From an optimization exercise on the open Yosys and OpenROAD flow, aimed at small area, a short achievable clock period and few clock cycles; shortcuts taken in it are not production practice. At most, simulation tests tie the RTL to the original design; equivalence was not proved. The RTL of runs 1 and 2 was laid out without a check of its function. Power figures rest on the tool's default switching activity, not on a simulated workload.

<file path="flow/config.mk">
export PLATFORM = sky130hd
export DESIGN_NAME = isb350c
export DESIGN_NICKNAME = isb350c
export VERILOG_FILES = /design/flow/design.v
export SDC_FILE = /design/flow/constraint.sdc
export NUM_CORES = 4
export LEC_CHECK = 0
export CAP_MARGIN = 20
export CORE_MARGIN = 2
export CORE_UTILIZATION = 35
export SLEW_MARGIN = 20
export TNS_END_PERCENT = 0
</file>
<file path="flow/flow/run.sh">
#!/bin/bash
export SETUP_SLACK_MARGIN=8.5
export BUFFER_PORTS_ARGS="-buffer_cell sky130_fd_sc_hd__buf_1"
bash standard.sh > standard.log 2>&1
</file>
<file path="flow/standard.sh">
#!/bin/bash
# synth_recipe.tcl (not shown) runs the flow's synth.tcl, then flattens the netlist and writes it again
# the make line also repeats each setting of config.mk as NAME=value (left out here)
make -C /OpenROAD-flow-scripts/flow DESIGN_CONFIG=/design/flow/config.mk WORK_HOME=/design/flow/orfs CLKGATE_MAP_FILE= SYNTH_SCRIPT=/design/flow/synth_recipe.tcl "${@:-finish}"
</file>
<file path="flow/constraint.sdc">
create_clock -name core_clock -period 12.0 [get_ports {clk}]
set_input_delay 2.4000 -clock core_clock [delete_from_list [all_inputs] [get_ports {clk}]]
set_output_delay 2.4000 -clock core_clock [all_outputs]
set_load 0.01 [all_outputs]
</file>
<file path="flow/design.v">
module isb350c(input clk, input rst,
    output fetchEnable, output [15:0]fetchAddr,
    input fetchReady, input [15:0]fetchData,
    output loadEnable, output [15:0]loadAddr,
    input loadReady, input [15:0]loadData,
    output done, output [255:0]regs_out);
    localparam K_NONE = 2'd0, K_INSTR = 2'd1, K_DATA = 2'd2;
    reg [9:0]faddr;
    reg [1:0]fkind;
    reg [3:0]ftgt;
    reg [9:0]npc;           
    reg jv;                 
    reg [9:0]jpc, jtgt;
    reg [9:0]apc;
    reg [1:0]akind;
    reg [3:0]atgt;
    reg irv;                
    reg irl;                
    reg [15:0]ir;
    reg [9:0]irpc;
    reg [3:0]irt;
    reg e2v;                
    reg e2w;                
    reg e2ld, e2jeq, e2hlt;
    reg [3:0]e2rt;
    reg [15:0]va, vb;
    reg [9:0]e2tgt;         
    reg halted;
    reg done_r;
    reg [15:0]r[0:15];
    wire [15:0]sum = va + vb;
    wire e2we = e2w;
    wire e2redir = e2v && e2jeq && va == vb;
    wire e2load = e2v && e2ld;
    wire e2halt = e2v && e2hlt;
    wire stop = halted || e2halt;
    wire [2:0]op = ir[14:12];
    wire [3:0]ra = ir[11:8];
    wire [3:0]rb = ir[7:4];
    wire [3:0]rt = ir[3:0];
    wire is_imm = op == 3'd0 || op == 3'd4;    
    wire rd_ab = op == 3'd1 || op == 3'd5 || op == 3'd6;    
    wire wr_t = op == 3'd0 || op == 3'd1;     
    wire p2 = e2load;
    wire pf = fkind == K_DATA;
    wire pa = akind == K_DATA;
    function pend(input [3:0]x);
        pend = (p2 && e2rt == x) || (pf && ftgt == x) || (pa && atgt == x);
    endfunction
    wire hazard = (rd_ab && (pend(ra) || pend(rb))) || (wr_t && pend(rt));
    wire e1ok = irv && !e2redir && !stop;
    wire e1replay = e1ok && hazard;
    wire e1go = e1ok && !hazard;
    wire fwd_a = e2we && e2rt == ra;
    wire fwd_b = e2we && e2rt == rb;
    wire [15:0]rva = fwd_a ? sum : r[ra];
    wire [15:0]rvb = fwd_b ? sum : r[rb];
    wire aok = akind == K_INSTR && !e2redir && !e1replay && !stop;
    wire djmp = aok && fetchData[14:12] == 3'd2;
    wire [9:0]jtarget = fetchData[9:0];
    wire kill = e2redir || e1replay || djmp || stop;
    wire [15:0]wdr = rst ? 16'h0000 : sum;
    integer k;
    always @(posedge clk) begin
        for (k = 0; k < 16; k = k + 1)
            if (rst || (e2we && e2rt == k))
                r[k] <= wdr;
    end
    wire fold = jv && npc == jpc;
    always @(posedge clk) begin
        if (rst) begin
            faddr <= 10'd0;
            fkind <= K_INSTR;
            npc <= 10'd1;
            jv <= 0;
            akind <= K_NONE;
            irv <= 0;
            irl <= 0;
            e2v <= 0;
            e2w <= 0;
            halted <= 0;
            done_r <= 0;
        end else begin
            if (stop) begin
                fkind <= K_NONE;
            end else if (e2redir) begin
                faddr <= e2tgt;
                fkind <= K_INSTR;
                npc <= e2tgt + 10'd1;
            end else if (e2load) begin
                faddr <= sum[9:0];
                fkind <= K_DATA;
                if (e1replay) npc <= irpc;
                else if (djmp) npc <= jtarget;
            end else if (e1replay) begin
                faddr <= irpc;
                fkind <= K_INSTR;
                npc <= irpc + 10'd1;
            end else if (djmp) begin
                faddr <= jtarget;
                fkind <= K_INSTR;
                npc <= jtarget + 10'd1;
            end else if (fold) begin
                faddr <= jtgt;
                fkind <= K_INSTR;
                npc <= jtgt + 10'd1;
            end else begin
                faddr <= npc;
                fkind <= K_INSTR;
                npc <= npc + 10'd1;
            end
            if (djmp) begin
                jv <= 1;
                jpc <= apc;
                jtgt <= jtarget;
            end
            akind <= (kill && fkind == K_INSTR) ? K_NONE : fkind;
            irv <= aok && !djmp;
            irl <= akind == K_DATA;
            e2v <= e1go;
            e2w <= irl || (e1go && wr_t);
            if (e2halt) halted <= 1;
            done_r <= stop && fkind != K_DATA && akind != K_DATA && !irl;
        end
        ftgt <= e2rt;
        apc <= faddr;
        atgt <= ftgt;
        ir <= fetchData;
        irpc <= apc;
        irt <= atgt;
        e2ld <= !irl && (op == 3'd4 || op == 3'd5);
        e2jeq <= !irl && op == 3'd6;
        e2hlt <= !irl && op == 3'd3;
        e2rt <= irl ? irt : rt;
        va <= irl ? ir : is_imm ? {8'h00, ir[11:4]} : rva;
        vb <= (irl || is_imm) ? 16'h0000 : rvb;
        e2tgt <= irpc + {6'd0, ir[3:0]};
    end
    assign fetchEnable = 1'b1;
    assign fetchAddr = {6'd0, faddr};
    assign loadEnable = 1'b0;
    assign loadAddr = 16'h0000;
    assign done = done_r;
    genvar g;
    generate
        for (g = 0; g < 16; g = g + 1) begin : regs_out_g
            assign regs_out[16*g +: 16] = r[g];
        end
    endgenerate
endmodule
</file>
==> results of run 1 <==
-- cells by family (layout without fill, tap and decap cells) --
| kind of cell | Yosys count | after routing |
|---|---|---|
| multiplexers | 30 | 30 |
| AO/OA/AOI/OAI | 493 | 493 |
| other | 2 | 24 |
| flip-flops | 404 | 404 |
| buffers and inverters | 127 | 443 |
| AND/OR/NAND/NOR | 374 | 374 |
| XOR/XNOR | 81 | 81 |
| adder cells (fa/ha/maj) | 22 | 22 |
-- stage by stage --
step | util, % | area [um2] | power [mW] | cells
after floorplan | - | 18300 | 2.50 | 1555
after global routing | 42.6 | 21900 | 4.49 | 2551
after global placement | 39.5 | 20300 | 2.97 | 2455
after CTS | 42.5 | 21800 | 4.33 | 2547
after detailed placement | 39.5 | 20300 | 2.98 | 2455
final | 42.6 | 21900 | 4.37 | 2551
-- layout make-up --
| cell class | instances | area (um2) | area share [%] |
|---|---|---|---|
| multi-input cells | 1024 | 7160 | 32.7 |
| flip-flops and latches | 404 | 10900 | 49.6 |
| clock inverters | 24 | 253 | 1.16 |
| repair buffers | 347 | 1540 | 7.04 |
| well taps | 680 | 851 | 3.89 |
| clock buffers | 56 | 1150 | 5.28 |
| inverters | 16 | 60.1 | 0.275 |
-- cell usage after synthesis, types with 17 or more instances --
master,count
edfxtp_1,276
mux2i_1,17
nor3_1,22
a221oi_1,49
o21ai_0,55
dfxtp_1,128
nand3_1,52
a22oi_1,138
clkbuf_1,78
a21oi_1,84
nand4_1,45
ha_1,20
o22ai_1,18
xor2_1,21
nand2b_1,17
xnor2_1,60
nand2_1,75
buf_4,24
nor2_1,88
a22o_1,49
-- power by group --
group          switching, mW  internal, mW  leakage (nW)
clock network          0.593         0.772         0.683
logic                  0.626         0.269          2.98
registers              0.272          1.84          3.86
-- final timing paths --
path | start | endpoint | slack, ns | depth (start not counted)
max | fetchData[14] | npc[5] | 7.39 | 11
min reg2reg | apc[2] | irpc[2] | 0.35 | 0
min | apc[2] | irpc[2] | 0.35 | 0
max reg2reg | va[9] | npc[5] | 7.86 | 13
-- sequential cells by signal, summed over array words and instances, names as in the netlist, 10 cells and up --
| name | count |
|---|---|
| jtgt | 10 |
| e2tgt | 10 |
| r | 256 |
| jpc | 10 |
| ir | 16 |
| npc | 10 |
| va | 16 |
| apc | 10 |
| vb | 16 |
| irpc | 10 |
| faddr | 10 |
-- critical path: stages --
cell,delay [ns]
buf_1,0.08
or3b_4,0.42
or3_4,0.38
a21o_4,0.24
a31oi_4,0.21
nand2_1,0.09
mux2_4,0.29
or4_4,0.53
o22ai_2,0.16
nor3_1,0.06
a32o_1,0.22
-- per-layer routing --
metal,track usage (%),routed length (um),up-vias
met2,44.1,34900,1536
met4,15.9,5420,0
met5,0.368,0,-
met1,36.9,29000,7952
met3,9.97,11600,421
li1,-,-,6607
-- repair_timing --
action	4_1_cts	5_1_grt
cloned	0	0
gates resized for setup	8	4
setup buffers	12	4
pin swaps	8	2
hold buffers	0	0
endpoints found under the setup margin	708	758
==> impl_metrics.ini, run 1 <==
[drt]
ant_nets = 0
drt_iter0_drc = 2510
vias_per_cell = 6.47
drt_pass1_iterations = 9
routed_wl_um = 81000
wl_per_cell_um = 31.7
via_count = 16500
drc = 0

[final_layout]
mostFrequentLayoutCell = buf_1
area_growth_pct = 20.4
layout_common_cells = 283 x buf_1, 276 x edfxtp_1, 138 x a22oi_1
nNetsFinal = 1894
fillers = 4809
num_antenna_cells = 0
drive_above_1_share_pct = 10.6

[sta]
setup_ws_ns = 7.39
relSlewSlack_pct = 18.8
fin_crit_ns = 4.61
hold_violations = 0
fmaxAchievable_mhz = 217
drv_slew = 0
tns_ns = 0
worst_pin_slew_ns = 1.21
fin_skew_ns = 0.0345
post-route-period-util_pct = 38.4
grt_setup_unrepaired = yes
finalSetupViolCount = 0
timing.hold.ws_ns = 0.352

[floorplanning]
die_w_um = 232
core_area_um2 = 51300
die_h_um = 232
io_pins = 327
dieArea_um2 = 53800
initial_core_util_pct = 35.4
row_count = 83

[yosys]
synth_top_family_by_area = compound AO/OA/AOI/OAI gates
seq_area_frac_synth_pct = 59.7
syn-instance-count = 1533
synthMuxAreaShare_pct = 1.76
synth-seq-cells = 404
ys_types = 73
synth_fa_ha_area_share_pct = 1.60
syn_area_um2 = 18200
synth_area_leaders = edfxtp_1 46%, dfxtp_1 14%, a22oi_1 5.7%
yosys.area_share.simple_pct = 10.5
yosys_warnings = 2
synthArstFlopShare_pct = 0
synth_compound_area_share_pct = 19.2
yosys.area.top_type = edfxtp_1
synth_edf_count = 276
synthXorXnorAreaFrac_pct = 3.90
ys.flop_type = edfxtp_1
avgSynthCellArea_um2 = 11.9
synth_top_area_share_pct = 45.6

[global_route]
grt_pass1_vias = 15600
grt_overflow = 0
antenna_found_initial = 0
grt_pass1_wl_um = 113000
gr-usage-all-layers_pct = 29.3
grt_max_degree = 38

[run]
cap_violations = 0

[outcome]
run_status = no timing/DRC/antenna violations

[placed_design]
hpwl_um = 53200
port_buffers = 284
gp_congestion = 0.961
dp_slack_ns = 6.37

[setup_path]
cp-end-kind = register
critPathKind = primary input to register
start_kind = primary input
critPathMaxFanout = 5
worstPathArrival_ns = 5.09
crit_required_ns = 12.47

[clocking]
cts_max_level = 2
clkTransAtPathRegs_ns = 0.06
ctsRootBufferMaster = clkbuf_16
numCtsBuffers = 43
clockBufferDepth = 3
cts.sinks = 404
cts_tree = yes
worst_skew_pair.late_latency_ns = 0.61

[hold_path]
hp-class = register to register

[power]
leakage_nw = 7.53
irDropWorstVdd_uv = 132
power_density_nw_per_um2 = 200
==> run 2, diff against run 1 <==
==> flow/flow/run.sh (replaced) <==
#!/bin/bash
export SETUP_SLACK_MARGIN=8.5
bash standard.sh > standard.log 2>&1
==> run 2 against run 1 <==
Against the previous run: largest power group unchanged; sequential power about the same; synthesized area unchanged; via count down 0.73%; register-to-register slack worse by 0.12 ns; global-route usage up 0.37 points; worst setup slack worse by 0.048 ns; core utilization up 3.4 points; non-clock buffer count up 2; sequential cell count unchanged; synthesized cell count unchanged; first-iteration DRC count up 14%; final cell count about the same.
==> impl_metrics.ini, run 2 <==
[drt]
routed_wl_um = 82000
vias_per_cell = 6.42
drt_pass1_iterations = 8
drc = 0
wl_per_cell_um = 32.1
via_count = 16400
drt_iter0_drc = 2872
ant_nets = 0

[setup_path]
critPathMaxFanout = 5
critPathKind = primary input to register
worstPathArrival_ns = 5.12
start_kind = primary input
cp-end-kind = register
crit_required_ns = 12.46

[sta]
finalSetupViolCount = 0
tns_ns = 0
fmaxAchievable_mhz = 215
drv_slew = 0
hold_violations = 0
relSlewSlack_pct = 16.1
post-route-period-util_pct = 38.8
fin_crit_ns = 4.66
worst_pin_slew_ns = 1.25
fin_skew_ns = 0.0477
grt_setup_unrepaired = yes

[placed_design]
gp_congestion = 0.926
port_buffers = 284
hpwl_um = 53800

[clocking]
hold_buffers = 0
ctsRootBufferMaster = clkbuf_16
cts_tree = yes
cts_max_level = 2
clockBufferDepth = 3
worst_skew_pair.late_latency_ns = 0.61
clkTransAtPathRegs_ns = 0.06
numCtsBuffers = 43
cts.sinks = 404

[yosys]
syn_area_um2 = 18200
synthArstFlopShare_pct = 0
synth-seq-cells = 404
synth_top_area_share_pct = 45.6
ys_types = 73
seq_area_frac_synth_pct = 59.7
yosys_warnings = 2
syn-instance-count = 1533
yosys.area.top_type = edfxtp_1
avgSynthCellArea_um2 = 11.9
ys_top_cells_by_count = 276 x edfxtp_1, 138 x a22oi_1, 128 x dfxtp_1, 88 x nor2_1, 84 x a21oi_1
ys.flop_type = edfxtp_1
yosysMostFrequentCell = edfxtp_1
synth_edf_count = 276
synth_area_leaders = edfxtp_1 46%, dfxtp_1 14%, a22oi_1 5.7%

[global_route]
gr-usage-all-layers_pct = 29.6
grt_pass1_vias = 16000
grt_max_degree = 38
grt_pass1_wl_um = 115000
grt_overflow = 0
antenna_found_initial = 0

[power]
irDropWorstVdd_uv = 126
leakage_nw = 8.28
fin_total_pwr_mw = 4.60
power_density_nw_per_um2 = 195

[floorplanning]
die_h_um = 232
io_pins = 327
die_w_um = 232
initial_core_util_pct = 35.4
row_count = 83
core_area_um2 = 51300
dieArea_um2 = 53800

[final_layout]
max_flop_register = r
num_antenna_cells = 0
mostFrequentLayoutCell = clkdlybuf4s50_1
nNetsFinal = 1896
layout_common_cells = 280 x clkdlybuf4s50_1, 276 x edfxtp_1, 138 x a22oi_1
fillers = 4681
drive_above_1_share_pct = 10.6
largest_reg_flops = 256
area_growth_pct = 30.0

[outcome]
run_status = no timing/DRC/antenna violations

[hold_path]
hp-class = register to register

[run]
cap_violations = 0
run 2: final timing paths:
kind                                    start      end  slack [ns]  depth (start not counted)
worst max-delay path            fetchData[14]   npc[5]        7.34                         11
worst min-delay path                   apc[2]  irpc[2]        0.35                          0
worst max register to register          va[9]   npc[5]        7.74                         12
worst min register to register         apc[2]  irpc[2]        0.35                          0
run 2: critical path, stage by stage:
cell and delay (ns):
buf_6 0.09, or3b_4 0.41, or3_4 0.38, a21o_4 0.24, a31oi_4 0.17, o211ai_1 0.12
mux2_4 0.31, or4_4 0.54, o22ai_2 0.17, nor3_2 0.07, a32o_1 0.23
run 2: logic make-up after synthesis:
kind of cell | Yosys count | synth area share [%]
buffers and inverters | 127 | 3.20
AO/OA/AOI/OAI | 493 | 19.2
AND/OR/NAND/NOR | 374 | 10.5
flip-flops | 404 | 59.7
multiplexers | 30 | 1.76
XOR/XNOR | 81 | 3.90
other | 2 | 0.0413
adder cells (fa/ha/maj) | 22 | 1.60
run 2: area by class of cell:
class | instances | area [um2] | share of cell area [%]
flip-flops and latches | 404 | 10900 | 45.9
multi-input cells | 1024 | 7150 | 30.3
repair buffers | 349 | 3320 | 14.0
clock buffers | 57 | 1140 | 4.82
well taps | 680 | 851 | 3.60
clock inverters | 22 | 253 | 1.07
inverters | 16 | 60.1 | 0.254
run 2: timing repair:
| action | 4_1_cts | 5_1_grt |
|---|---|---|
| resized for setup | 21 | 2 |
| pin swaps | 10 | 4 |
| buffers inserted | 11 | 5 |
| endpoints found under the setup margin | 675 | 762 |
| cloned | 0 | 0 |
run 2: layer usage:
metal	vias to the layer above	track usage [%]	wire [um]
li1	6621	-	-
met1	7895	38.0	30200
met2	1487	45.7	35800
met3	392	9.61	11300
met4	0	13.1	4700
met5	-	0	0
run 2: through the flow:
stage | cells | hold slack (ns) | worst slack, ns | cell area (um2) | utilization [%]
after floorplan | 1555 | 0.327 | 6.85 | 18300 | -
after global placement | 2457 | 0.330 | 5.65 | 22000 | 43.0
after detailed placement | 2457 | 0.336 | 6.01 | 22100 | 43.0
after CTS | 2547 | 0.354 | 7.32 | 23600 | 45.9
after global routing | 2552 | 0.361 | 7.27 | 23600 | 46.0
final | 2552 | 0.352 | 7.34 | 23600 | 46.0
run 2: where the power goes:
part	internal (mW)	switching (mW)
sequential	1.84	0.288
combinational	0.500	0.630
clock	0.746	0.599
==> run 3, diff against run 2 <==
--- a/flow/design.v
+++ b/flow/design.v
@@ -9,5 +9,6 @@
     reg [1:0]fkind;
     reg [3:0]ftgt;
-    reg [9:0]npc;           
+    reg [9:0]lpc;           
+    reg lx;                 
     reg jv;                 
     reg [9:0]jpc, jtgt;
@@ -67,10 +68,41 @@
                 r[k] <= wdr;
     end
-    wire fold = jv && npc == jpc;
+    wire [9:0]seq = lpc + {9'd0, !lx};
+    wire fold = jv && seq == jpc;
+    reg [9:0]oaddr, olpc;
+    reg [1:0]okind;
+    reg olx;
+    always @(*) begin
+        oaddr = seq;
+        okind = K_INSTR;
+        olpc = seq;
+        olx = 0;
+        if (stop) begin
+            okind = K_NONE;
+            olpc = lpc;
+            olx = lx;
+        end else if (e2redir) begin
+            oaddr = e2tgt;
+            olpc = e2tgt;
+        end else if (e2load) begin
+            oaddr = sum[9:0];
+            okind = K_DATA;
+            olpc = e1replay ? irpc : lpc;
+            olx = e1replay ? 1'b1 : lx;
+        end else if (e1replay) begin
+            oaddr = irpc;
+            olpc = irpc;
+        end else if (fold) begin
+            oaddr = jtgt;
+            olpc = jtgt;
+        end
+    end
+    wire jsel = djmp && !e2load;
     always @(posedge clk) begin
         if (rst) begin
             faddr <= 10'd0;
             fkind <= K_INSTR;
-            npc <= 10'd1;
+            lpc <= 10'd0;
+            lx <= 0;
             jv <= 0;
             akind <= K_NONE;
@@ -82,32 +114,8 @@
             done_r <= 0;
         end else begin
-            if (stop) begin
-                fkind <= K_NONE;
-            end else if (e2redir) begin
-                faddr <= e2tgt;
-                fkind <= K_INSTR;
-                npc <= e2tgt + 10'd1;
-            end else if (e2load) begin
-                faddr <= sum[9:0];
-                fkind <= K_DATA;
-                if (e1replay) npc <= irpc;
-                else if (djmp) npc <= jtarget;
-            end else if (e1replay) begin
-                faddr <= irpc;
-                fkind <= K_INSTR;
-                npc <= irpc + 10'd1;
-            end else if (djmp) begin
-                faddr <= jtarget;
-                fkind <= K_INSTR;
-                npc <= jtarget + 10'd1;
-            end else if (fold) begin
-                faddr <= jtgt;
-                fkind <= K_INSTR;
-                npc <= jtgt + 10'd1;
-            end else begin
-                faddr <= npc;
-                fkind <= K_INSTR;
-                npc <= npc + 10'd1;
-            end
+            faddr <= jsel ? jtarget : oaddr;
+            fkind <= jsel ? K_INSTR : okind;
+            lpc <= djmp ? jtarget : olpc;
+            lx <= djmp ? e2load : olx;
             if (djmp) begin
                 jv <= 1;
==> flow/flow/run.sh (replaced) <==
#!/bin/bash
export SETUP_SLACK_MARGIN=8.5
export BUFFER_PORTS_ARGS="-buffer_cell sky130_fd_sc_hd__buf_1"
bash standard.sh > standard.log 2>&1
==> run 3 against run 2 <==
Against the previous run: worst hold slack got worse by 0.0080 ns; design area shrank 7.2%; first-iteration DRC count decreased by 12%; synthesized cell count is 2.9% lower; register-to-register slack gained 0.74 ns; sequential share of layout area increased by 3.7 points; critical path depth fell by 5.
==> impl_metrics.ini, run 3 <==
[hold_path]
hp-start = apc[5]
hold_end = irpc[5]
hp-class = register to register
whs_path_depth = 0

[final_layout]
area_growth_pct = 20.7
num_antenna_cells = 0
fillers = 4840
multi_input_area_um2 = 7060
nNetsFinal = 1844
mostFrequentLayoutCell = buf_1
drive_above_1_share_pct = 11.8
seqCellArea_um2 = 10900
post_layout_nonfiller_instances = 2501
largest_reg_flops = 256
max_flop_register = r
layout_common_cells = 278 x buf_1, 276 x edfxtp_1, 156 x a22oi_1

[placed_design]
port_buffers = 284
place_inst = 2403
gp_congestion = 0.945
hpwl_um = 50700

[power]
leakage_nw = 7.61
irDropWorstVdd_uv = 112
power_density_nw_per_um2 = 200

[global_route]
gr-usage-all-layers_pct = 28.5
grt_overflow = 0
grt_pass1_wl_um = 110000
antenna_found_initial = 0
grt_pass1_vias = 15300
grt_max_degree = 50

[setup_path]
rr_startpoint = lx
path_common_cell = buf_4
worst-r2r-cell-count = 11
cp-end-kind = register
cp_cell_sequence = buf_1 > buf_4 > inv_2 > clkbuf_8 > o31ai_4 > buf_4
cp_slowest_stage_delay_ns = 0.38
timing.rr.end = faddr[9]
critPathTopFamily = buffers and inverters
critPathKind = primary input to register
cp_slowest_cell = buf_4
cp_num_buf_inv = 5
rrSetupSlack_ns = 8.48
start_kind = primary input
crit_required_ns = 12.26
worstPathArrival_ns = 3.99
critPathMaxFanout = 49

[yosys]
ys_types = 83
syn_area_um2 = 18200
ys_top_cells_by_count = 276 x edfxtp_1, 156 x a22oi_1, 129 x dfxtp_1, 83 x nand2_1
synth_area_leaders = edfxtp_1 46%, dfxtp_1 14%, a22oi_1 6.5%
synth-seq-cells = 405
avgSynthCellArea_um2 = 12.2
ys.flop_type = edfxtp_1
yosys.area.top_type = edfxtp_1
yosysMostFrequentCell = edfxtp_1
synthArstFlopShare_pct = 0
syn-instance-count = 1488
yosys_warnings = 2
seq_area_frac_synth_pct = 59.9
synth_edf_count = 276
synth_top_area_share_pct = 45.6

[run]
cap_violations = 0

[clocking]
numCtsBuffers = 45
clkTransAtPathRegs_ns = 0.06
cts_max_level = 2
worst_skew_pair.late_latency_ns = 0.61
ctsRootBufferMaster = clkbuf_16
cts.sinks = 405
cts_tree = yes
clockBufferDepth = 3
hold_buffers = 0

[sta]
fin_crit_ns = 3.73
tns_ns = 0
post-route-period-util_pct = 31.1
drv_slew = 0
finalSetupViolCount = 0
relSlewSlack_pct = 20.3
fmaxAchievable_mhz = 268
grt_setup_unrepaired = yes
fin_skew_ns = 0.0439
worst_pin_slew_ns = 1.19
hold_violations = 0

[drt]
wl_per_cell_um = 31.6
ant_nets = 0
drc = 0
vias_per_cell = 6.42
drt_iter0_drc = 2524
routed_wl_um = 79100
via_count = 16000
drt_pass1_iterations = 9

[floorplanning]
row_count = 83
core_area_um2 = 51300
initial_core_util_pct = 35.4
die_w_um = 232
die_h_um = 232
io_pins = 327
dieArea_um2 = 53700

[outcome]
run_status = no timing/DRC/antenna violations
## run 3: cell count changes in the layout (fill, tap and decap cells not counted), moves of 15 or more
cell	previous run	this run
a21oi_1	83	58
a22oi_1	138	156
a31oi_1	6	23
buf_1	0	278
clkdlybuf4s50_1	280	0
nor2_1	87	50
o221ai_1	10	34
xnor2_1	60	39
xor2_1	21	36
## run 3: kinds of logic (layout without fill, tap and decap cells)
logic type                 after synthesis  in the layout  synth area share (%)
xor gates and xnor gates                76             76                  3.74
muxes                                   20             20                  1.20
buffers and inverters                  133            443                  3.63
DFF                                    405            405                  59.9
adders and majority gates               24             24                  1.74
AOI/OAI and AO/OA                      461            461                  18.6
other                                    2             24                0.0414
and+or+nand+nor                        367            368                  11.2
## run 3: through the flow
step | worst slack [ns] | total power [mW] | hold WS (ns) | util (%) | area, um2
after floorplan | 8.29 | 2.46 | 0.326 | - | 18400
after global placement | 7.49 | 2.91 | 0.331 | 39.4 | 20200
after detailed placement | 7.48 | 2.92 | 0.337 | 39.4 | 20200
after CTS | 8.30 | 4.34 | 0.348 | 42.5 | 21800
after global routing | 8.30 | 4.49 | 0.360 | 42.7 | 21900
final | 8.27 | 4.37 | 0.344 | 42.7 | 21900
## run 3: layout make-up
cell class / count / area share, %
Clock inverter: 21 / 0.982
Clock buffer: 63 / 6.02
Inverter: 15 / 0.257
Timing Repair Buffer: 344 / 7.09
Multi-Input combinational cell: 973 / 32.2
Tap cell: 680 / 3.88
Sequential cell: 405 / 49.6
## run 3: repair_timing
| item | CTS | global route |
|---|---|---|
| pin swaps | 1 | 2 |
| setup buffers | 0 | 12 |
| setup endpoints to repair | 652 | 618 |
| gates cloned | 1 | 0 |
| gates resized for setup | 10 | 6 |
## run 3: how the worst max path moves through the flow
stage | startpoint | to | slack [ns] | cells after the start
floorplan | fetchData[14] | jpc[0] | 8.29 | 4
global placement | rst | r[2][8] | 7.49 | 5
detailed placement | rst | r[2][15] | 7.48 | 5
CTS | r[3][7] | regs_out[55] | 8.30 | 1
global route | r[3][12] | regs_out[60] | 8.30 | 1
finish | rst | r[12][13] | 8.27 | 6
## run 3: power breakdown
| part | leakage [nW] | internal (mW) | total (mW) | switching [mW] |
|---|---|---|---|---|
| Clock | 0.757 | 0.823 | 1.43 | 0.607 |
| Sequential | 3.87 | 1.83 | 2.10 | 0.268 |
| Combinational | 2.98 | 0.250 | 0.843 | 0.593 |
| Total | 7.61 | 2.91 | 4.37 | 1.47 |
## run 3: per-layer routing
metal | up-vias | global-route usage (%) | share of wire, % | routed length, um
met4 | 0 | 14.3 | 6.0 | 4770
li1 | 6452 | - | - | -
met2 | 1476 | 43.4 | 44 | 34600
met1 | 7773 | 36.3 | 36 | 28300
met5 | - | 0 | 0 | 0
met3 | 348 | 9.30 | 14 | 11500
Testbench counts of run 3, summed over its fixed seeds: cycles 18,133.
==> run 4, diff against run 3 <==
--- a/flow/design.v
+++ b/flow/design.v
@@ -61,9 +61,11 @@
     wire [9:0]jtarget = fetchData[9:0];
     wire kill = e2redir || e1replay || djmp || stop;
-    wire [15:0]wdr = rst ? 16'h0000 : sum;
+    reg rst_r;
+    always @(posedge clk) rst_r <= rst;
+    wire [15:0]wdr = rst_r ? 16'h0000 : sum;
     integer k;
     always @(posedge clk) begin
         for (k = 0; k < 16; k = k + 1)
-            if (rst || (e2we && e2rt == k))
+            if (rst_r || (e2we && e2rt == k))
                 r[k] <= wdr;
     end
--- a/flow/config.mk
+++ b/flow/config.mk
@@ -9,4 +9,6 @@
 export CORE_MARGIN = 2
 export CORE_UTILIZATION = 35
+export CTS_CLUSTER_DIAMETER = 60
+export CTS_CLUSTER_SIZE = 24
 export SLEW_MARGIN = 20
 export TNS_END_PERCENT = 0
==> run 4 against run 3 <==
Against the previous run: largest cell class unchanged; clock skew rose by 0.013 ns; design area shrank 0.71%; sequential power down 2%; critical endpoint is now regs_out[110]; synthesized area rose by 1.1%; critical path depth decreased by 5; largest power group unchanged; worst hold slack better by 0.0091 ns; still clean; non-clock buffer count up 1; via count increased by 1.1%; sequential share of layout area grew 0.45 points.
==> impl_metrics.ini, run 4 <==
[final_layout]
post_layout_nonfiller_instances = 2503
finish.instance_area_um2 = 21800
multi_input_area_um2 = 7300
largest_reg_flops = 256
mostFrequentLayoutCell = edfxtp_1
layout_common_cells = 276 x edfxtp_1, 267 x buf_1, 152 x a22oi_1
drive_above_1_share_pct = 11.4
max_flop_register = r
seqCellArea_um2 = 10900
final_util_pct = 42.2
area_growth_pct = 18.6
nNetsFinal = 1858
fillers = 4856
num_antenna_cells = 0

[placed_design]
dp_slack_ns = 7.67
place_inst = 2441
port_buffers = 284
hpwl_um = 51300
post_dp_cell_area_um2 = 20600
gp_congestion = 0.941

[setup_path]
worst-r2r-cell-count = 8
cp-end-kind = output pin
crit_required_ns = 9.60
critPathMaxFanout = 3
rrSetupSlack_ns = 8.51
critical_path_depth = 1
cp_num_buf_inv = 1
cp_cell_sequence = buf_1
critPathTopFamily = flip-flops
worstPathArrival_ns = 1.34
cp_slowest_stage_delay_ns = 0.41
cp_slowest_cell = edfxtp_1
crit_start = r[6][14]
rr_startpoint = e2rt[1]
start_kind = register
critPathKind = register to output pin

[sta]
fmaxAchievable_mhz = 267
relSlewSlack_pct = 22.8
fin_skew_ns = 0.0572
hold_violations = 0
drv_slew = 0
setup_ws_ns = 8.26
grt_setup_unrepaired = yes
fin_crit_ns = 3.74
tns_ns = 0
post-route-period-util_pct = 31.2
timing.hold.ws_ns = 0.353
finalSetupViolCount = 0
worst_pin_slew_ns = 1.16

[yosys]
yosys.area.top_type = edfxtp_1
syn-instance-count = 1527
syn_area_um2 = 18400
ys_types = 88
synth_edf_count = 276
yosys.area_share.simple_pct = 11.6
seq_area_frac_synth_pct = 59.3
synth_top_area_share_pct = 45.1
synthXorXnorAreaFrac_pct = 3.78
synthMuxAreaShare_pct = 0.695
synth_fa_ha_area_share_pct = 1.72
synth_area_leaders = edfxtp_1 45%, dfxtp_1 14%, a22oi_1 6.2%
ys.flop_type = edfxtp_1
synthArstFlopShare_pct = 0
yosysMostFrequentCell = edfxtp_1
synth-seq-cells = 406
ys_top_cells_by_count = 276 x edfxtp_1, 152 x a22oi_1, 130 x dfxtp_1, 97 x clkbuf_1, 68 x a21oi_1
synth_compound_area_share_pct = 19.4
yosys_warnings = 2
synth_top_family_by_area = compound AO/OA/AOI/OAI gates
avgSynthCellArea_um2 = 12.0

[hold_path]
hp-start = faddr[1]
whs_path_depth = 0
hp-class = register to register

[drt]
drc = 0
vias_per_cell = 6.48
ant_nets = 0
wl_per_cell_um = 31.6
drt_pass1_iterations = 7
routed_wl_um = 79200
via_count = 16200
drt_iter0_drc = 2537

[clocking]
ctsRootBufferMaster = clkbuf_16
cts_max_level = 1
clkTransAtPathRegs_ns = 0.09
clockBufferDepth = 3
numCtsBuffers = 31
worst_skew_pair.late_latency_ns = 0.65
hold_buffers = 0
cts_tree = yes
cts.sinks = 406

[power]
irDropWorstVdd_uv = 144
power_density_nw_per_um2 = 187
leakage_nw = 7.51
fin_total_pwr_mw = 4.08

[global_route]
grt_overflow = 0
gr-usage-all-layers_pct = 28.2
grt_pass1_vias = 15400
antenna_found_initial = 3
grt_pass1_wl_um = 110000
grt_max_degree = 32

[floorplanning]
die_w_um = 233
row_count = 83
initial_core_util_pct = 35.6
die_h_um = 233
core_area_um2 = 51600
io_pins = 327
dieArea_um2 = 54300

[run]
cap_violations = 0

[outcome]
run_status = no timing/DRC/antenna violations
[run 4: changes by cell type in the layout (fill, tap and decap cells not counted), moves of 12 or more]
cell	change
nand2_1	-15
o221ai_1	-24
buf_2	+12
a31oi_1	-15
o22ai_1	+24
clkbuf_16	-18
[run 4: path summary, 6_finish.rpt]
path	end
worst max-delay path	regs_out[110]
worst min-delay path	apc[1]
worst max register to register	faddr[0]
worst min register to register	apc[1]
[run 4: layer usage]
metal | GRT usage (%) | wire length, um | vias to the layer above
met5 | 0 | 27 | -
met4 | 14.2 | 5200 | 4
li1 | - | - | 6564
met3 | 11.1 | 11900 | 400
met1 | 35.1 | 28100 | 7812
met2 | 42.3 | 34000 | 1443
[run 4: kinds of logic (layout without fill, tap and decap cells)]
| kind of cell | Yosys count | after routing |
|---|---|---|
| mux | 12 | 12 |
| simple gates | 375 | 375 |
| buf+inv | 141 | 415 |
| xor+xnor | 76 | 76 |
| other cells | 2 | 24 |
| compound gates | 491 | 491 |
| fa+ha+maj | 24 | 24 |
| flops | 406 | 406 |
[run 4: final cells by class]
type                    count  area share, %
inverters                  12          0.207
clock buffers              32           3.63
multi-input cells        1002           33.5
well taps                 680           3.91
flip-flops and latches    406           50.0
clock inverters            26           1.53
repair buffers            345           7.16
[run 4: power by group]
part / switching [mW] / internal, mW
Combinational: 0.613 / 0.249
Clock: 0.619 / 0.532
Sequential: 0.236 / 1.83
[run 4: what timing repair did]
action	4_1_cts	5_1_grt
resized for setup	20	3
pin swaps	0	1
setup buffers	1	2
setup endpoints to repair	328	336
Testbench counts of run 4, summed over its fixed seeds: cycles 18,133.
==> run 5, diff against run 4 <==
--- a/flow/config.mk
+++ b/flow/config.mk
@@ -8,7 +8,7 @@
 export CAP_MARGIN = 20
 export CORE_MARGIN = 2
-export CORE_UTILIZATION = 35
+export CORE_UTILIZATION = 60
 export CTS_CLUSTER_DIAMETER = 60
-export CTS_CLUSTER_SIZE = 24
+export CTS_CLUSTER_SIZE = 30
 export SLEW_MARGIN = 20
 export TNS_END_PERCENT = 0
==> run 5 against run 4 <==
Against the previous run: count of clock-buffer cells in the layout unchanged; fmax increased by 1.6%; worst setup slack improved by 0.059 ns; synthesized area unchanged; synthesized cell count unchanged; register-to-register slack got worse by 0.04 ns; final cell count decreased by 11%; clock skew decreased by 0.035 ns; global-route usage increased by 16 points; critical endpoint is now regs_out[249].
==> impl_metrics.ini, run 5 <==
[outcome]
run_status = no timing/DRC/antenna violations

[drt]
via_count = 16300
wl_per_cell_um = 32.7
ant_nets = 0
drt_pass1_iterations = 9
routed_wl_um = 72500
vias_per_cell = 7.35
drc = 0
drt_iter0_drc = 2763

[setup_path]
cp_cell_sequence = buf_1
timing.rr.end = faddr[8]
worstPathArrival_ns = 1.28
cp-end-kind = output pin
critical_path_depth = 1
rrSetupSlack_ns = 8.47
crit_required_ns = 9.60
cp_num_buf_inv = 1
critPathKind = register to output pin
rr_startpoint = lpc[1]
cp_slowest_cell = edfxtp_1
critPathMaxFanout = 3
cp_slowest_stage_delay_ns = 0.40
worst-r2r-cell-count = 9
start_kind = register
critPathTopFamily = flip-flops

[power]
leakage_nw = 7.48
power_density_nw_per_um2 = 188
irDropWorstVdd_uv = 158

[global_route]
gr-usage-all-layers_pct = 44.4
met2_usage_pct = 68.5
grt_overflow = 0
met1_usage_pct = 54.7
antenna_found_initial = 1
busiest_layer = met2
grt_max_degree = 32
grt_pass1_wl_um = 101000
grt_pass1_vias = 15300
met3_usage_pct = 15.4

[clocking]
ctsRootBufferMaster = clkbuf_16
cts.sinks = 406
cts_tree = yes
clockBufferDepth = 3
cts_max_level = 1
hold_buffers = 0
clkTransAtPathRegs_ns = 0.10
worst_skew_pair.late_latency_ns = 0.61
numCtsBuffers = 30

[floorplanning]
initial_core_util_pct = 60.5
die_h_um = 179
core_area_um2 = 30300
die_w_um = 179
row_count = 64
io_pins = 327
dieArea_um2 = 32000

[hold_path]
hp-class = register to register
hp-start = apc[9]
whs_path_depth = 0
hold_end = irpc[9]

[sta]
drv_slew = 0
worst_pin_slew_ns = 1.26
hold_violations = 0
tns_ns = 0
fmaxAchievable_mhz = 271
finalSetupViolCount = 0
fin_crit_ns = 3.68
relSlewSlack_pct = 15.9
grt_setup_unrepaired = yes
fin_skew_ns = 0.0227
post-route-period-util_pct = 30.7

[run]
cap_violations = 0

[yosys]
synth_top_area_share_pct = 45.1
synthArstFlopShare_pct = 0
syn_area_um2 = 18400
avgSynthCellArea_um2 = 12.0
yosys.area.top_type = edfxtp_1
ys.flop_type = edfxtp_1
ys_types = 88
seq_area_frac_synth_pct = 59.3
ys_top_cells_by_count = 276 x edfxtp_1, 152 x a22oi_1, 130 x dfxtp_1, 97 x clkbuf_1, 68 x a21oi_1
yosysMostFrequentCell = edfxtp_1
synth-seq-cells = 406
synth_edf_count = 276
synth_area_leaders = edfxtp_1 45%, dfxtp_1 14%, a22oi_1 6.2%
yosys_warnings = 2
syn-instance-count = 1527

[placed_design]
gp_congestion = 0.969
hpwl_um = 46500
post_dp_cell_area_um2 = 20200
port_buffers = 284

[final_layout]
area_growth_pct = 16.5
largest_reg_flops = 256
layout_common_cells = 277 x buf_1, 276 x edfxtp_1, 152 x a22oi_1
finish.instance_area_um2 = 21400
max_flop_register = r
drive_above_1_share_pct = 10.8
mostFrequentLayoutCell = buf_1
nNetsFinal = 1858
final_util_pct = 70.5
run 5: worst max-delay path by stage:
| stage | start | slack (ns) | end |
|---|---|---|---|
| global route | r[2][15] | 8.32 | regs_out[47] |
| floorplan | fetchData[12] | 7.98 | jpc[0] |
| finish | r[15][9] | 8.32 | regs_out[249] |
| global placement | fetchData[12] | 7.54 | faddr[5] |
| detailed placement | fetchData[12] | 7.58 | faddr[1] |
| CTS | r[2][14] | 8.34 | regs_out[46] |
run 5: cells by family (layout without fill, tap and decap cells):
kind of cell,count (synthesis),count (layout),synth area share (%)
buf+inv,141,414,3.45
compound gates,491,491,19.4
simple gates,375,375,11.6
mux,12,12,0.695
xor+xnor,76,76,3.78
flops,406,406,59.3
fa+ha+maj,24,24,1.72
other cells,2,25,0.0409
run 5: per-stage QoR:
step	setup WS (ns)	power, mW	cells	hold WS, ns
5_1_grt	8.32	4.13	2218	0.357
3_3_place_gp	7.54	2.84	2156	0.329
2_1_floorplan	7.98	2.44	1549	0.327
6_report	8.32	4.02	2219	0.353
4_1_cts	8.34	3.97	2214	0.353
3_5_place_dp	7.58	2.85	2156	0.334
run 5: routing by layer:
metal	part of all wire, %	wire (um)
met1	33	24000
met3	15	11100
met4	7.3	5300
met2	44	32100
met5	0.017	12
run 5: final cells by class:
cell class,instances,area (um2)
flip-flops and latches,406,10900
diodes,1,2.50
multi-input cells,1002,7280
inverters,12,45.0
clock buffers,32,779
clock inverters,24,352
well taps,396,495
repair buffers,346,1540
fillers,2209,8960
run 5: timing repair:
action / 4_1_cts / 5_1_grt
pin swaps: 1 / 1
buffers inserted: 2 / 4
gates resized for setup: 3 / 10
endpoints found under the setup margin: 304 / 350
run 5: where the power goes:
part           internal [mW]  switching (mW)
registers               1.83           0.236
logic                  0.246           0.572
clock network          0.529           0.608
total                   2.60            1.42
==> run 6, diff against run 5 <==
--- a/flow/config.mk
+++ b/flow/config.mk
@@ -8,6 +8,6 @@
 export CAP_MARGIN = 20
 export CORE_MARGIN = 2
-export CORE_UTILIZATION = 60
-export CTS_CLUSTER_DIAMETER = 60
+export CORE_UTILIZATION = 35
+export CTS_CLUSTER_DIAMETER = 70
 export CTS_CLUSTER_SIZE = 30
 export SLEW_MARGIN = 20
==> run 6 against run 5 <==
Against the previous run: final cell count increased by 13%; global-route usage decreased by 16 points; largest power group unchanged; still clean; routed wire length increased by 9.1%; sequential share of layout area decreased by 0.62 points; first-iteration DRC count shrank 7.5%; design area is 1.2% higher; largest cell class unchanged.
==> impl_metrics.ini, run 6 <==
[yosys]
synthArstFlopShare_pct = 0
syn-instance-count = 1527
synth_top_area_share_pct = 45.1
syn_area_um2 = 18400
synth_area_leaders = edfxtp_1 45%, dfxtp_1 14%, a22oi_1 6.2%
ys.flop_type = edfxtp_1
yosysMostFrequentCell = edfxtp_1
ys_types = 88
yosys.area.top_type = edfxtp_1
seq_area_frac_synth_pct = 59.3
synth_edf_count = 276
yosys_warnings = 2
avgSynthCellArea_um2 = 12.0
synth-seq-cells = 406
ys_top_cells_by_count = 276 x edfxtp_1, 152 x a22oi_1, 130 x dfxtp_1, 97 x clkbuf_1, 68 x a21oi_1

[hold_path]
whs_path_depth = 0
hp-class = register to register

[drt]
via_count = 16300
drt_iter0_drc = 2557
ant_nets = 0
wl_per_cell_um = 31.6
drt_pass1_iterations = 7
routed_wl_um = 79000
vias_per_cell = 6.53
drc = 0

[sta]
relSlewSlack_pct = 21.9
drv_slew = 0
fin_skew_ns = 0.0463
hold_violations = 0
post-route-period-util_pct = 30.8
finalSetupViolCount = 0
fin_crit_ns = 3.70
worst_pin_slew_ns = 1.17
tns_ns = 0
fmaxAchievable_mhz = 270
grt_setup_unrepaired = yes

[setup_path]
cp-end-kind = output pin
start_kind = register
worst-r2r-cell-count = 9
critPathKind = register to output pin
critical_path_depth = 1
cp_slowest_stage_delay_ns = 0.40
worstPathArrival_ns = 1.30
cp_slowest_cell = edfxtp_1
cp_num_buf_inv = 1
critPathMaxFanout = 3
cp_cell_sequence = buf_1
critPathTopFamily = flip-flops
crit_required_ns = 9.60

[final_layout]
nNetsFinal = 1860
drive_above_1_share_pct = 12.2
max_flop_register = r
num_antenna_cells = 0
layout_common_cells = 276 x edfxtp_1, 249 x buf_1, 152 x a22oi_1
area_growth_pct = 17.9
mostFrequentLayoutCell = edfxtp_1
post_layout_nonfiller_instances = 2499
largest_reg_flops = 256
fillers = 4855

[power]
power.share.clock_pct = 25.7
p_sw_share_pct = 36.2
fin_total_pwr_mw = 3.95
combinationalPowerShare_pct = 22.1
irDropWorstVdd_uv = 137
seqPwrFrac_pct = 52.3
leakage_nw = 7.51
p_switching_mw = 1.43
power.internal_mw = 2.52
power_density_nw_per_um2 = 182

[global_route]
grt_pass1_vias = 15300
grt_pass1_wl_um = 110000
antenna_found_initial = 3
grt_max_degree = 32
grt_overflow = 0
gr-usage-all-layers_pct = 28.2

[run]
cap_violations = 0

[outcome]
run_status = no timing/DRC/antenna violations

[clocking]
worst_skew_pair.late_latency_ns = 0.62
numCtsBuffers = 25
clockBufferDepth = 3
cts.sinks = 406
cts_tree = yes
cts_max_level = 1
ctsRootBufferMaster = clkbuf_16
clkTransAtPathRegs_ns = 0.10

[floorplanning]
initial_core_util_pct = 35.6
row_count = 83
dieArea_um2 = 54300
die_h_um = 233
die_w_um = 233
io_pins = 327
core_area_um2 = 51600

[placed_design]
hpwl_um = 51300
port_buffers = 284
place_inst = 2441
gp_congestion = 0.941
==> run 6: cell types whose count changed in the layout (fill, tap and decap cells not counted), sizes merged <==
cell	change
clkbuf	+19
buf	-18
clkinv	-3
inv	-2
clkinvlp	+1
diode	-1
==> run 6: worst paths after layout <==
kind                  from             to  slack, ns
setup reg to reg     va[4]       r[8][15]       8.52
setup / recovery   r[7][1]  regs_out[113]       8.30
hold reg to reg   faddr[1]         apc[1]       0.35
hold / removal    faddr[1]         apc[1]       0.35
==> run 6: per-layer routing <==
layer,GRT usage (%),up-vias,wire length (um)
li1,-,6564,-
met1,35.4,7801,27700
met2,42.3,1528,33800
met3,10.6,410,12200
met4,14.5,4,5280
met5,0,-,27
==> run 6: power groups by stage <==
stage,clock network (mW),registers (mW),logic (mW)
5_1_grt,1.07,2.08,0.915
4_1_cts,1.02,2.05,0.823
2_1_floorplan,0,2.08,0.360
3_5_place_dp,0,2.08,0.819
6_report,1.01,2.06,0.871
3_3_place_gp,0,2.07,0.817
==> run 6: kinds of logic (layout without fill, tap and decap cells) <==
group / after synthesis / in the layout / share of synthesized area, %
buffers and inverters: 141 / 411 / 3.45
multiplexers: 12 / 12 / 0.695
other: 2 / 24 / 0.0409
AO/OA/AOI/OAI: 491 / 491 / 19.4
AND/OR/NAND/NOR: 375 / 375 / 11.6
adder cells (fa/ha/maj): 24 / 24 / 1.72
XOR/XNOR: 76 / 76 / 3.78
flip-flops: 406 / 406 / 59.3
==> run 6: final cells by class <==
cell class	count	area, um2	share of cell area (%)
Clock buffer	26	629	2.91
Clock inverter	20	307	1.42
Inverter	12	45.0	0.208
Multi-Input combinational cell	1002	7300	33.7
Sequential cell	406	10900	50.3
Tap cell	680	851	3.93
Timing Repair Buffer	353	1630	7.52
==> run 6: what timing repair did <==
item	in CTS	in global routing
setup endpoints to repair	327	331
hold buffers	0	0
gates resized for setup	6	34
setup buffers	2	9
==> run 6: per-stage QoR <==
| step | setup slack [ns] | instance area [um2] | util (%) | hold slack, ns |
|---|---|---|---|---|
| 2_1_floorplan | 7.98 | 18500 | - | 0.327 |
| 3_3_place_gp | 7.74 | 20600 | 39.8 | 0.331 |
| 3_5_place_dp | 7.67 | 20600 | 39.8 | 0.341 |
| 4_1_cts | 8.30 | 21500 | 41.7 | 0.356 |
| 5_1_grt | 8.31 | 21700 | 42.0 | 0.361 |
| 6_report | 8.30 | 21700 | 42.0 | 0.354 |
==> run 6: worst reg2reg max path: cells and delay by family (launching register included) <==
family                     cells  cell delay [ns]
AOI/OAI and AO/OA              6             1.78
xor gates and xnor gates       1             0.14
adders and majority gates      1             0.38
DFF                            1             0.32
and+or+nand+nor                1             0.56
==> run 7, diff against run 6 <==
--- a/flow/config.mk
+++ b/flow/config.mk
@@ -8,6 +8,6 @@
 export CAP_MARGIN = 20
 export CORE_MARGIN = 2
-export CORE_UTILIZATION = 35
-export CTS_CLUSTER_DIAMETER = 70
+export CORE_UTILIZATION = 50
+export CTS_CLUSTER_DIAMETER = 80
 export CTS_CLUSTER_SIZE = 30
 export SLEW_MARGIN = 20
==> run 7 against run 6 <==
Against the previous run: sequential share of layout area grew 1.0 points; still clean; sequential cell count stayed put; final cell count fell by 8.8%; critical path type unchanged.
==> impl_metrics.ini, run 7 <==
[sta]
setup_ws_ns = 8.31
relSlewSlack_pct = 22.1
fin_skew_ns = 0.0530
tns_ns = 0
drv_slew = 0
fin_crit_ns = 3.69
worst_pin_slew_ns = 1.17
grt_setup_unrepaired = yes
timing.hold.ws_ns = 0.353
hold_violations = 0
finalSetupViolCount = 0
fmaxAchievable_mhz = 271
post-route-period-util_pct = 30.8

[yosys]
synth_top_area_share_pct = 45.1
synthArstFlopShare_pct = 0
syn-instance-count = 1527
syn_area_um2 = 18400
seq_area_frac_synth_pct = 59.3
synth_area_leaders = edfxtp_1 45%, dfxtp_1 14%, a22oi_1 6.2%
ys.flop_type = edfxtp_1
ys_types = 88
ys_top_cells_by_count = 276 x edfxtp_1, 152 x a22oi_1, 130 x dfxtp_1, 97 x clkbuf_1, 68 x a21oi_1
synth_edf_count = 276
yosys.area.top_type = edfxtp_1
avgSynthCellArea_um2 = 12.0
yosys_warnings = 2
synth-seq-cells = 406
yosysMostFrequentCell = edfxtp_1

[final_layout]
fillers = 3063
max_flop_register = r
area_growth_pct = 15.6
layout_common_cells = 276 x edfxtp_1, 272 x buf_1, 152 x a22oi_1
num_antenna_cells = 0
final_util_pct = 58.4
finish.instance_area_um2 = 21200
drive_above_1_share_pct = 10.6
nNetsFinal = 1854
mostFrequentLayoutCell = edfxtp_1
post_layout_nonfiller_instances = 2278
largest_reg_flops = 256

[hold_path]
hp-class = register to register

[outcome]
run_status = no timing/DRC/antenna violations

[setup_path]
cp_cell_sequence = buf_1
worstPathArrival_ns = 1.29
cp_slowest_cell = edfxtp_1
critPathTopFamily = flip-flops
start_kind = register
cp_num_buf_inv = 1
critPathKind = register to output pin
cp-end-kind = output pin
critPathMaxFanout = 3
crit_required_ns = 9.60
cp_slowest_stage_delay_ns = 0.52

[clocking]
clockBufferDepth = 3
clkTransAtPathRegs_ns = 0.10
cts_max_level = 1
cts.sinks = 406
worst_skew_pair.late_latency_ns = 0.61
hold_buffers = 0
numCtsBuffers = 24
ctsRootBufferMaster = clkbuf_16
cts_tree = yes

[global_route]
grt_overflow = 0
gr-usage-all-layers_pct = 38.5
grt_pass1_wl_um = 106000
grt_pass1_vias = 15300
grt_max_degree = 32
antenna_found_initial = 0

[floorplanning]
die_h_um = 196
initial_core_util_pct = 50.5
die_w_um = 196
core_area_um2 = 36300
row_count = 70
io_pins = 327
dieArea_um2 = 38300

[run]
cap_violations = 0

[placed_design]
dp_slack_ns = 7.42
hpwl_um = 49700
gp_congestion = 0.966
place_inst = 2231
port_buffers = 284
post_dp_cell_area_um2 = 20300

[drt]
wl_per_cell_um = 32.9
drc = 0
drt_pass1_iterations = 7
via_count = 16100
ant_nets = 0
routed_wl_um = 75000
drt_iter0_drc = 2475
vias_per_cell = 7.05

[power]
power_density_nw_per_um2 = 182
leakage_nw = 7.38
irDropWorstVdd_uv = 139
fin_total_pwr_mw = 3.86
run 7: cell counts after synthesis:
No cell type changed its count.
run 7: worst reg2reg max path: stages (launching register included):
cell and delay, ns:
dfxtp_1 0.81, xor2_1 0.15, nor4_1 0.59, o21ai_0 0.24, a31o_2 0.31, a21oi_4 0.47, nor3_2 0.15, nor2_2 0.42
a311oi_1 0.23
run 7: path summary, 6_finish.rpt:
check	slack [ns]	endpoint	cells past startpoint	from
max	8.31	regs_out[29]	1	r[1][13]
max reg2reg	8.47	faddr[5]	8	e2rt[1]
min reg2reg	0.35	irpc[0]	0	apc[0]
min	0.35	irpc[0]	0	apc[0]
run 7: timing repair:
item | 4_1_cts | 5_1_grt
endpoints found under the setup margin | 328 | 330
buffers inserted | 3 | 1
pin swaps | 1 | 0
gates resized for setup | 14 | 3
run 7: cell type report:
cell class              instances  area (um2)  area share (%)
flip-flops and latches        406       10900            51.3
multi-input cells            1002        7280            34.3
repair buffers                348        1570            7.38
clock buffers                  25         626            2.95
well taps                     468         586            2.76
clock inverters                17         230            1.09
inverters                      12        45.0           0.212
run 7: routing by layer:
metal / part of all wire, % / vias up / global-route usage (%) / wire length [um]
li1: - / 6535 / - / -
met1: 36 / 7735 / 48.8 / 27000
met2: 45 / 1401 / 60.4 / 33500
met3: 13 / 380 / 11.1 / 9510
met4: 6.7 / 0 / 19.3 / 5010
met5: 0 / - / 0.383 / 0
run 7: cells by family after synthesis:
logic type | Yosys count | share of synthesized area [%]
compound gates | 491 | 19.4
xor+xnor | 76 | 3.78
fa+ha+maj | 24 | 1.72
buf+inv | 141 | 3.45
flops | 406 | 59.3
mux | 12 | 0.695
other cells | 2 | 0.0409
simple gates | 375 | 11.6
run 7: report_power, final:
part	internal [mW]	switching, mW
Sequential	1.83	0.243
Combinational	0.248	0.571
Clock	0.435	0.538
Total	2.51	1.35
==> run 8, diff against run 7 <==
--- a/flow/config.mk
+++ b/flow/config.mk
@@ -8,5 +8,5 @@
 export CAP_MARGIN = 20
 export CORE_MARGIN = 2
-export CORE_UTILIZATION = 50
+export CORE_UTILIZATION = 45
 export CTS_CLUSTER_DIAMETER = 80
 export CTS_CLUSTER_SIZE = 30
==> run 8 against run 7 <==
Against the previous run: clock power up 5%; design area rose by 0.98%; fmax shrank 0.11%; non-clock buffer count stayed put; die area is 11% higher; core utilization decreased by 4.8 points; critical path type unchanged.
==> impl_metrics.ini, run 8 <==
[yosys]
ys_types = 88
ys.flop_type = edfxtp_1
ys_top_cells_by_count = 276 x edfxtp_1, 152 x a22oi_1, 130 x dfxtp_1, 97 x clkbuf_1, 68 x a21oi_1
seq_area_frac_synth_pct = 59.3
yosys.area.top_type = edfxtp_1
avgSynthCellArea_um2 = 12.0
synth_edf_count = 276
synth-seq-cells = 406
yosysMostFrequentCell = edfxtp_1
syn-instance-count = 1527
syn_area_um2 = 18400
yosys_warnings = 2
synth_top_area_share_pct = 45.1
synth_area_leaders = edfxtp_1 45%, dfxtp_1 14%, a22oi_1 6.2%
synthArstFlopShare_pct = 0

[power]
irDropWorstVdd_uv = 133
power_density_nw_per_um2 = 183
fin_total_pwr_mw = 3.92
leakage_nw = 7.44

[floorplanning]
initial_core_util_pct = 45.9
row_count = 73
io_pins = 327
die_w_um = 206
core_area_um2 = 40000
die_h_um = 206
dieArea_um2 = 42400

[clocking]
cts_tree = yes
cts.sinks = 406
worst_skew_pair.late_latency_ns = 0.63
clockBufferDepth = 3
clkTransAtPathRegs_ns = 0.10
numCtsBuffers = 24
cts_max_level = 1
ctsRootBufferMaster = clkbuf_16

[final_layout]
area_growth_pct = 16.7
multi_input_area_um2 = 7300
num_antenna_cells = 0
layout_common_cells = 276 x edfxtp_1, 265 x buf_1, 152 x a22oi_1
largest_reg_flops = 256
final_util_pct = 53.6
seqCellArea_um2 = 10900
post_layout_nonfiller_instances = 2337
fillers = 3512
finish.instance_area_um2 = 21400
max_flop_register = r
drive_above_1_share_pct = 11.5
nNetsFinal = 1854
mostFrequentLayoutCell = edfxtp_1

[placed_design]
place_inst = 2282
gp_congestion = 0.945
post_dp_cell_area_um2 = 20300
dp_slack_ns = 7.56
hpwl_um = 49400
port_buffers = 284

[global_route]
gr-usage-all-layers_pct = 35.0
grt_max_degree = 32
grt_pass1_vias = 15400
antenna_found_initial = 1
grt_pass1_wl_um = 107000
grt_overflow = 0

[outcome]
run_status = no timing/DRC/antenna violations

[hold_path]
hp-class = register to register

[sta]
timing.hold.ws_ns = 0.353
post-route-period-util_pct = 30.8
setup_ws_ns = 8.30
fin_crit_ns = 3.70
finalSetupViolCount = 0
drv_slew = 0
relSlewSlack_pct = 23.2
fmaxAchievable_mhz = 270
hold_violations = 0
fin_skew_ns = 0.0591
worst_pin_slew_ns = 1.15
tns_ns = 0
grt_setup_unrepaired = yes

[setup_path]
cp-end-kind = output pin
cp_num_buf_inv = 1
cp_cell_sequence = buf_1
start_kind = register
crit_required_ns = 9.60
cp_slowest_stage_delay_ns = 0.41
critPathMaxFanout = 3
cp_slowest_cell = edfxtp_1
critPathTopFamily = flip-flops
rrSetupSlack_ns = 8.41
worstPathArrival_ns = 1.30
critPathKind = register to output pin

[drt]
routed_wl_um = 75100
wl_per_cell_um = 32.2
ant_nets = 0
drt_iter0_drc = 2229
drc = 0
via_count = 15900
drt_pass1_iterations = 7
vias_per_cell = 6.81

[run]
cap_violations = 0
run 8: timing repair:
| action | CTS | global route |
|---|---|---|
| setup endpoints to repair | 333 | 350 |
| buffers inserted | 10 | 0 |
| pin swaps | 1 | 0 |
| resized for setup | 22 | 9 |
| hold buffers | 0 | 0 |
run 8: layout make-up:
cell class / count / area share [%]
Tap cell: 525 / 3.07
Sequential cell: 406 / 50.9
Clock buffer: 24 / 2.80
Clock inverter: 20 / 1.62
Timing Repair Buffer: 348 / 7.38
Multi-Input combinational cell: 1002 / 34.1
Inverter: 12 / 0.210
run 8: metal layers:
metal / vias up / global-route usage (%) / wire (um)
li1: 6552 / - / -
met1: 7658 / 43.8 / 26800
met2: 1350 / 54.3 / 33400
met3: 356 / 12.4 / 10400
met4: 0 / 16.0 / 4550
met5: - / 0 / 0
run 8: worst paths after layout:
| check | from | end | cells after the start |
|---|---|---|---|
| max | r[3][9] | regs_out[57] | 1 |
| min | faddr[1] | apc[1] | 0 |
| max reg2reg | lpc[0] | faddr[9] | 10 |
| min reg2reg | faddr[1] | apc[1] | 0 |
run 8: cells by family after synthesis:
| kind of cell | share of synthesized area [%] |
|---|---|
| AOI/OAI and AO/OA | 19.4 |
| xor gates and xnor gates | 3.78 |
| adders and majority gates | 1.72 |
| buffers and inverters | 3.45 |
| DFF | 59.3 |
| muxes | 0.695 |
| other | 0.0409 |
| and+or+nand+nor | 11.6 |
run 8: power breakdown:
part | total, mW | internal (mW) | leakage, nW | switching (mW)
logic | 0.835 | 0.252 | 3.12 | 0.583
clock network | 1.02 | 0.459 | 0.453 | 0.562
registers | 2.07 | 1.83 | 3.87 | 0.238
total | 3.92 | 2.54 | 7.44 | 1.38
==> run 9, diff against run 8 <==
--- a/flow/config.mk
+++ b/flow/config.mk
@@ -9,5 +9,5 @@
 export CORE_MARGIN = 2
 export CORE_UTILIZATION = 45
-export CTS_CLUSTER_DIAMETER = 80
+export CTS_CLUSTER_DIAMETER = 100
 export CTS_CLUSTER_SIZE = 30
 export SLEW_MARGIN = 20
==> run 9 against run 8 <==
Against the previous run: synthesized cell count unchanged; highest routed layer unchanged; first-iteration DRC count up 1.5%; core utilization down 1.1 points; still clean on timing, DRC and antenna; largest cell class unchanged.
==> impl_metrics.ini, run 9 <==
[drt]
ant_nets = 0
drt_pass1_iterations = 6
wl_per_cell_um = 32.5
via_count = 15800
routed_wl_um = 75400
wl_met1_um = 27000
drc = 0
route.met3.wl_um = 10500
vias_per_cell = 6.82
drt_iter0_drc = 2262
routed.top_layer = met4
met2_length_um = 33500

[final_layout]
post_layout_nonfiller_instances = 2321
area_growth_pct = 14.4
mostFrequentLayoutCell = edfxtp_1
drive_above_1_share_pct = 10.2
max_flop_register = r
largest_reg_flops = 256
nNetsFinal = 1845
num_antenna_cells = 0
layout_common_cells = 276 x edfxtp_1, 266 x buf_1, 152 x a22oi_1

[global_route]
grt_pass1_wl_um = 106000
grt_max_degree = 32
gr-usage-all-layers_pct = 34.9
grt_overflow = 0
grt_pass1_vias = 15200
antenna_found_initial = 0

[clocking]
hold_buffers = 0
cts.sinks = 406
ctsRootBufferMaster = clkbuf_16
numCtsBuffers = 17
clockBufferDepth = 3
cts_max_level = 1
cts_tree = yes
clkTransAtPathRegs_ns = 0.11
worst_skew_pair.late_latency_ns = 0.57

[sta]
fin_skew_ns = 0.0396
worst_pin_slew_ns = 1.17
finalSetupViolCount = 0
drv_slew = 0
hold_violations = 0
fmaxAchievable_mhz = 273
post-route-period-util_pct = 30.5
relSlewSlack_pct = 22.0
tns_ns = 0
grt_setup_unrepaired = yes
fin_crit_ns = 3.66

[floorplanning]
initial_core_util_pct = 45.9
die_h_um = 206
core_area_um2 = 40000
io_pins = 327
row_count = 73
dieArea_um2 = 42400
die_w_um = 206

[setup_path]
critPathKind = register to output pin
cp_slowest_stage_delay_ns = 0.51
worstPathArrival_ns = 1.26
critPathMaxFanout = 3
cp-end-kind = output pin
crit_required_ns = 9.60
critPathTopFamily = flip-flops
cp_slowest_cell = edfxtp_1
cp_num_buf_inv = 1
cp_cell_sequence = buf_1
start_kind = register

[yosys]
synth_area_leaders = edfxtp_1 45%, dfxtp_1 14%, a22oi_1 6.2%
yosysMostFrequentCell = edfxtp_1
yosys_warnings = 2
syn-instance-count = 1527
ys.flop_type = edfxtp_1
synth_top_area_share_pct = 45.1
avgSynthCellArea_um2 = 12.0
synth_edf_count = 276
seq_area_frac_synth_pct = 59.3
yosys.area.top_type = edfxtp_1
syn_area_um2 = 18400
ys_types = 88
synthArstFlopShare_pct = 0
synth-seq-cells = 406
ys_top_cells_by_count = 276 x edfxtp_1, 152 x a22oi_1, 130 x dfxtp_1, 97 x clkbuf_1, 68 x a21oi_1

[power]
fin_total_pwr_mw = 3.64
power_density_nw_per_um2 = 173
leakage_nw = 7.23
irDropWorstVdd_uv = 126

[placed_design]
place_inst = 2282
port_buffers = 284
hpwl_um = 49400
gp_congestion = 0.945

[run]
cap_violations = 0

[hold_path]
hp-class = register to register

[outcome]
run_status = no timing/DRC/antenna violations
-- run 9: cell types whose count changed in the layout (fill, tap and decap cells not counted), moves of 2 or more --
cell,previous run,this run
buf_2,19,3
buf_4,62,60
bufinv_16,2,0
clkbuf_1,0,9
clkbuf_16,24,19
clkbuf_2,0,15
clkinv_16,2,0
clkinv_8,5,0
inv_12,5,0
inv_8,2,0
-- run 9: cell families after synthesis --
logic type               synth area share (%)
XOR/XNOR                                 3.78
AO/OA/AOI/OAI                            19.4
other                                  0.0409
AND/OR/NAND/NOR                          11.6
buffers and inverters                    3.45
adder cells (fa/ha/maj)                  1.72
multiplexers                            0.695
flip-flops                               59.3
-- run 9: worst reg2reg max path: cells and delay by family (launching register included) --
family	cells	cell delay (ns)
simple gates	4	1.36
fa+ha+maj	2	0.55
xor+xnor	2	0.53
compound gates	2	0.52
flops	1	0.42
-- run 9: final timing paths --
kind / start / to / slack [ns] / cells past startpoint
setup / recovery: r[11][1] / regs_out[177] / 8.34 / 1
hold / removal: faddr[1] / apc[1] / 0.36 / 0
setup reg to reg: lpc[0] / faddr[9] / 8.54 / 10
hold reg to reg: faddr[1] / apc[1] / 0.36 / 0
-- run 9: layer usage --
metal / up-vias / global-route usage, %
met5: - / 0
met4: 0 / 16.1
met3: 341 / 11.7
met2: 1354 / 54.3
met1: 7624 / 44.0
li1: 6515 / -
-- run 9: metrics by stage --
stage	utilization [%]	hold WS [ns]	area [um2]	worst slack, ns
CTS	52.2	0.356	20900	8.31
finish	52.5	0.355	21000	8.34
floorplan	-	0.327	18500	7.98
global placement	50.8	0.331	20300	7.62
global route	52.5	0.365	21000	8.33
detailed placement	50.8	0.335	20300	7.56
-- run 9: area by class of cell --
cell class,count,area (um2)
clock buffers,28,509
well taps,525,657
clock inverters,2,16.3
inverters,12,45.0
repair buffers,346,1570
flip-flops and latches,406,10900
fillers,3562,19000
multi-input cells,1002,7310
-- run 9: power breakdown --
part | switching (mW) | internal [mW]
logic | 0.583 | 0.251
clock network | 0.438 | 0.300
registers | 0.240 | 1.83
total | 1.26 | 2.38
-- run 9: repair_timing --
item | CTS | global route
pin swaps | 1 | 1
resized for setup | 7 | 25
setup endpoints to repair | 332 | 348
buffers inserted | 2 | 5

-- port drivers added, routing unchanged --
The results above use ideal ports. As a check the final layouts listed here were re-extracted and re-timed, cells and wires unchanged.
Step 1: set_driving_cell puts a clkbuf_16 on clk and a buf_2 on each other input, an assumption about the parent block.
Step 2 also shifts input and output timing later by t, the mid clock arrival at the registers, as if the neighbouring blocks saw the same clock.
a / b / c = no drivers / after step 1 / after step 2; a / b = the first two.
run | shift t [ns] | setup WS [ns] | worst setup path after step 2 | latest minus earliest clock arrival (ns) | pins driven straight from the clock port
run 1 | 0.653 | 7.387 / 7.427 / 6.774 | input to register | 0.038 / 0.037 | 1
run 2 | 0.645 | 7.340 / 7.369 / 6.724 | input to register | 0.048 / 0.048 | 1
run 3 | 0.649 | 8.272 / 8.216 / 7.646 | input to register | 0.047 / 0.047 | 1
run 4 | 0.688 | 8.256 / 8.193 / 7.746 | input to register | 0.060 / 0.060 | 1
run 5 | 0.653 | 8.315 / 8.261 / 7.845 | input to register | 0.023 / 0.022 | 1
run 6 | 0.657 | 8.303 / 8.241 / 7.806 | input to register | 0.053 / 0.053 | 1
run 7 | 0.637 | 8.306 / 8.251 / 7.748 | input to register | 0.065 / 0.065 | 1
run 8 | 0.651 | 8.302 / 8.246 / 7.741 | input to register | 0.061 / 0.062 | 1
run 9 | 0.607 | 8.343 / 8.285 / 7.861 | input to register | 0.046 / 0.046 | 1
After both steps every run listed still meets setup and hold. For run 3, which loses most, drivers alone change the setup slack by -0.056 ns; drivers and shift together by -0.626 ns.
